Background: an optimization exercise with open tools, aiming at small area. Do not read the settings as production practice. Function was checked by simulation only, so behaviour that the tests miss may differ from the original.

Design foosball_renderer, start of the top module:
module foosball_renderer (
	input  logic        clk,
	input  logic        resetN,
	input  logic [10:0] pixel_x,         
	input  logic [10:0] pixel_y,         
	input  logic [10:0] p1_y,            
	input  logic [10:0] p2_y,            
	input  logic        p1_lie,          
	input  logic        p2_lie,          
	input  logic [10:0] ball1_x,
	input  logic [10:0] ball1_y,
	input  logic [10:0] ball2_x,
	input  logic [10:0] ball2_y,
	input  logic        double_ball_ena,
	input  logic        goal_ena,
	input  logic        game_over_ena,
	output logic [7:0]  vga_r,
	output logic [7:0]  vga_g,
	output logic [7:0]  vga_b,
	output logic        collision1,
	output logic        doubleball1,
	output logic        goal_left1,
	output logic        goal_right1,
	output logic        x_dir1,
	output logic        y_dir1,
	output logic        collision2,
	output logic        doubleball2,
	output logic        goal_left2,
	output logic        goal_right2,
	output logic        x_dir2,
	output logic        y_dir2
);
For scale: roughly 20,000 um^2 of cells after synthesis.
Settings: LEC_CHECK=0, ABC_AREA=1, CAP_MARGIN=20, CORE_MARGIN=2, CORE_UTILIZATION=25, CTS_BUF_LIST=sky130_fd_sc_hd__clkbuf_2 sky130_fd_sc_hd__clkbuf_4 sky130_fd_sc_hd__clkbuf_8, CTS_CLUSTER_SIZE=40, GPL_TIMING_DRIVEN=0, PLACE_DENSITY=0.35, SLEW_MARGIN=20, SYNTH_MEMORY_MAX_BITS=32768; clock period 20.0 ns.
standard.sh (not shown) runs the stock make flow with config.mk's settings and CLKGATE_MAP_FILE= SYNTH_SCRIPT=/design/flow/synth_recipe.tcl, a recipe that flattens the netlist after the stock synthesis.
==> flow/flow/run.sh <==
#!/bin/bash
# Own layout flow: the standard ORFS flow (standard.sh) with two changes
# in synthesis only:
#  - ABC maps the logic with flow/area.abc (area-oriented &nf mapping with
#    mfs2 resynthesis) instead of ORFS's abc_area.script;
#  - no full/half-adder extraction (ADDER_MAP_FILE empty), so adders are
#    mapped by ABC like the rest of the logic.
# Registers, their names and cell types come from the same Yosys steps as the
# standard synthesis. Everything after synthesis is the standard flow.
set -euo pipefail
W=$(pwd)

# ORFS synth.tcl, with the abc call pointed at our script
sed 's#log_cmd abc {\*}\$abc_args#log_cmd abc {*}[lreplace $abc_args 1 1 '"$W"'/flow/area.abc]#' \
	"$FLOW_HOME/scripts/synth.tcl" > "$W/own_synth.tcl"
grep -q "flow/area.abc" "$W/own_synth.tcl"

# The standard flow's synthesis wrapper, sourcing that synth.tcl
sed 's#source \$::env(SCRIPTS_DIR)/synth.tcl#source '"$W"'/own_synth.tcl#' synth_recipe.tcl > "$W/own_synth_recipe.tcl"
grep -q "own_synth.tcl" "$W/own_synth_recipe.tcl"

# standard.sh with that synthesis script, no adder extraction and the extra
# make variables in flow/make_vars (one NAME=VALUE per line)
EXTRA="ADDER_MAP_FILE="
if [[ -f flow/make_vars ]]; then EXTRA="$EXTRA $(grep -v '^#' flow/make_vars | tr '\n' ' ')"; fi
sed 's#SYNTH_SCRIPT=[^ ]*#SYNTH_SCRIPT='"$W"'/own_synth_recipe.tcl '"$EXTRA"'#' standard.sh > "$W/own_standard.sh"
grep -q "own_synth_recipe.tcl ADDER_MAP_FILE=" "$W/own_standard.sh"

# ORFS writes each step's log under orfs/logs/; make's own output goes here
bash "$W/own_standard.sh" > "$W/own_standard.log" 2>&1
==> flow/flow/area.abc <==
strash
&get -n
&deepsyn -T 300
&put
strash
&get -n
&dch -f
&nf -R 1000
&put
mfs2
strash
&get -n
&dch -f
&nf -R 1000
&put
mfs2
strash
&get -n
&dch -f
&nf -R 1000
&put
==> flow/flow/make_vars <==
'BUFFER_PORTS_ARGS=-buffer_cell sky130_fd_sc_hd__buf_1'
Then changed:
--- a/flow/flow/run.sh
+++ b/flow/flow/run.sh
@@ -3,4 +3,5 @@
 # in synthesis only:
-#  - ABC maps the logic with flow/area.abc (area-oriented &nf mapping with
-#    mfs2 resynthesis) instead of ORFS's abc_area.script;
+#  - ABC maps the logic with flow/area.abc (&deepsyn restructuring, then
+#    area-oriented &nf mapping with mfs2 resynthesis, repeated) instead of
+#    ORFS's abc_area.script;
 #  - no full/half-adder extraction (ADDER_MAP_FILE empty), so adders are
@@ -8,3 +9,4 @@
 # Registers, their names and cell types come from the same Yosys steps as the
-# standard synthesis. Everything after synthesis is the standard flow.
+# standard synthesis. Everything after synthesis is the standard flow, with
+# the extra ORFS make variables listed in flow/make_vars, if any.
 set -euo pipefail
@@ -22,5 +24,6 @@
 # standard.sh with that synthesis script, no adder extraction and the extra
-# make variables in flow/make_vars (one NAME=VALUE per line)
+# make variables in flow/make_vars (one NAME=VALUE per line, @W@ standing
+# for the work folder)
 EXTRA="ADDER_MAP_FILE="
-if [[ -f flow/make_vars ]]; then EXTRA="$EXTRA $(grep -v '^#' flow/make_vars | tr '\n' ' ')"; fi
+if [[ -f flow/make_vars ]]; then EXTRA="$EXTRA $(grep -v '^#' flow/make_vars | sed "s#@W@#$W#g" | tr '\n' ' ')"; fi
 sed 's#SYNTH_SCRIPT=[^ ]*#SYNTH_SCRIPT='"$W"'/own_synth_recipe.tcl '"$EXTRA"'#' standard.sh > "$W/own_standard.sh"
==> flow/flow/area.abc (replaced) <==
strash
&get -n
&deepsyn -T 300
&put
strash
&get -n
&dch -f
&nf -R 1000
&put
mfs2
strash
&get -n
&dch -f
&nf -R 1000
&put
mfs2
strash
&get -n
&dch -f
&nf -R 1000
&put
mfs2
strash
&get -n
&dch -f
&nf -R 1000
&put
mfs2
strash
&get -n
&deepsyn -T 300
&put
strash
&get -n
&dch -f
&nf -R 1000
&put
mfs2
strash
&get -n
&dch -f
&nf -R 1000
&put
mfs2
strash
&get -n
&deepsyn -T 300
&put
strash
&get -n
&dch -f
&nf -R 1000
&put
mfs2
strash
&get -n
&dch -f
&nf -R 1000
&put
mfs2
strash
&get -n
&deepsyn -T 300
&put
strash
&get -n
&dch -f
&nf -R 1000
&put
mfs2
strash
&get -n
&dch -f
&nf -R 1000
&put
mfs2
strash
&get -n
&deepsyn -T 300
&put
strash
&get -n
&dch -f
&nf -R 1000
&put
mfs2
strash
&get -n
&dch -f
&nf -R 1000
&put
mfs2
strash
&get -n
&deepsyn -T 300
&put
strash
&get -n
&dch -f
&nf -R 1000
&put
mfs2
strash
&get -n
&dch -f
&nf -R 1000
&put
mfs2
strash
&get -n
&deepsyn -T 300
&put
strash
&get -n
&dch -f
&nf -R 1000
&put
mfs2
strash
&get -n
&dch -f
&nf -R 1000
&put
mfs2
strash
&get -n
&deepsyn -T 300
&put
strash
&get -n
&dch -f
&nf -R 1000
&put
mfs2
strash
&get -n
&dch -f
&nf -R 1000
&put
mfs2
strash
&get -n
&deepsyn -T 300
&put
strash
&get -n
&dch -f
&nf -R 1000
&put
mfs2
strash
&get -n
&dch -f
&nf -R 1000
&put
mfs2
strash
&get -n
&deepsyn -T 300
&put
strash
&get -n
&dch -f
&nf -R 1000
&put
mfs2
strash
&get -n
&dch -f
&nf -R 1000
&put
mfs2
strash
&get -n
&dch -f
&nf -R 1000
&put
--- a/flow/config.mk
+++ b/flow/config.mk
@@ -13,3 +13,2 @@
 export CTS_CLUSTER_SIZE = 40
-export GPL_TIMING_DRIVEN = 0
 export PLACE_DENSITY = 0.35
removed: flow/flow/make_vars
The changed run ran to the end with no violations. Critical path depth goes up by 2. Global-route usage climbs by 2.4 points. Via count drops by a few percent.

==> what the ideal ports hide <==
How much do the figures lean on ideal ports? The routed layouts below were timed once more, with nothing changed but the port constraints.
Step 1, drivers: a clkbuf_16 drives clk and a buf_2 each remaining input, both assumed.
Step 2 adds t to the input delays and takes it off the output delays; t is the mean of the earliest and latest rising clock arrival at the registers after step 1. Input paths then give back, and output paths get back, about the clock's delay inside the block.
a / b / c = no drivers / after step 1 / after step 2; a / b = the first two.
run | t (ns) | slack for setup (ns) | latest minus earliest clock arrival (ns) | worst register clock-pin slew, ns | worst data-port slew with drivers (ns)
the first run | 0.314 | 2.183 / 2.193 / 1.879 | 0.016 / 0.015 | 0.09 / 0.09 | 0.12
the second run | 0.306 | 4.601 / 4.610 / 4.304 | 0.004 / 0.005 | 0.07 / 0.07 | 0.07
After both steps every run listed still meets setup and hold. For the first run, which loses most, drivers alone change the setup slack by +0.010 ns; drivers and shift together by -0.304 ns.
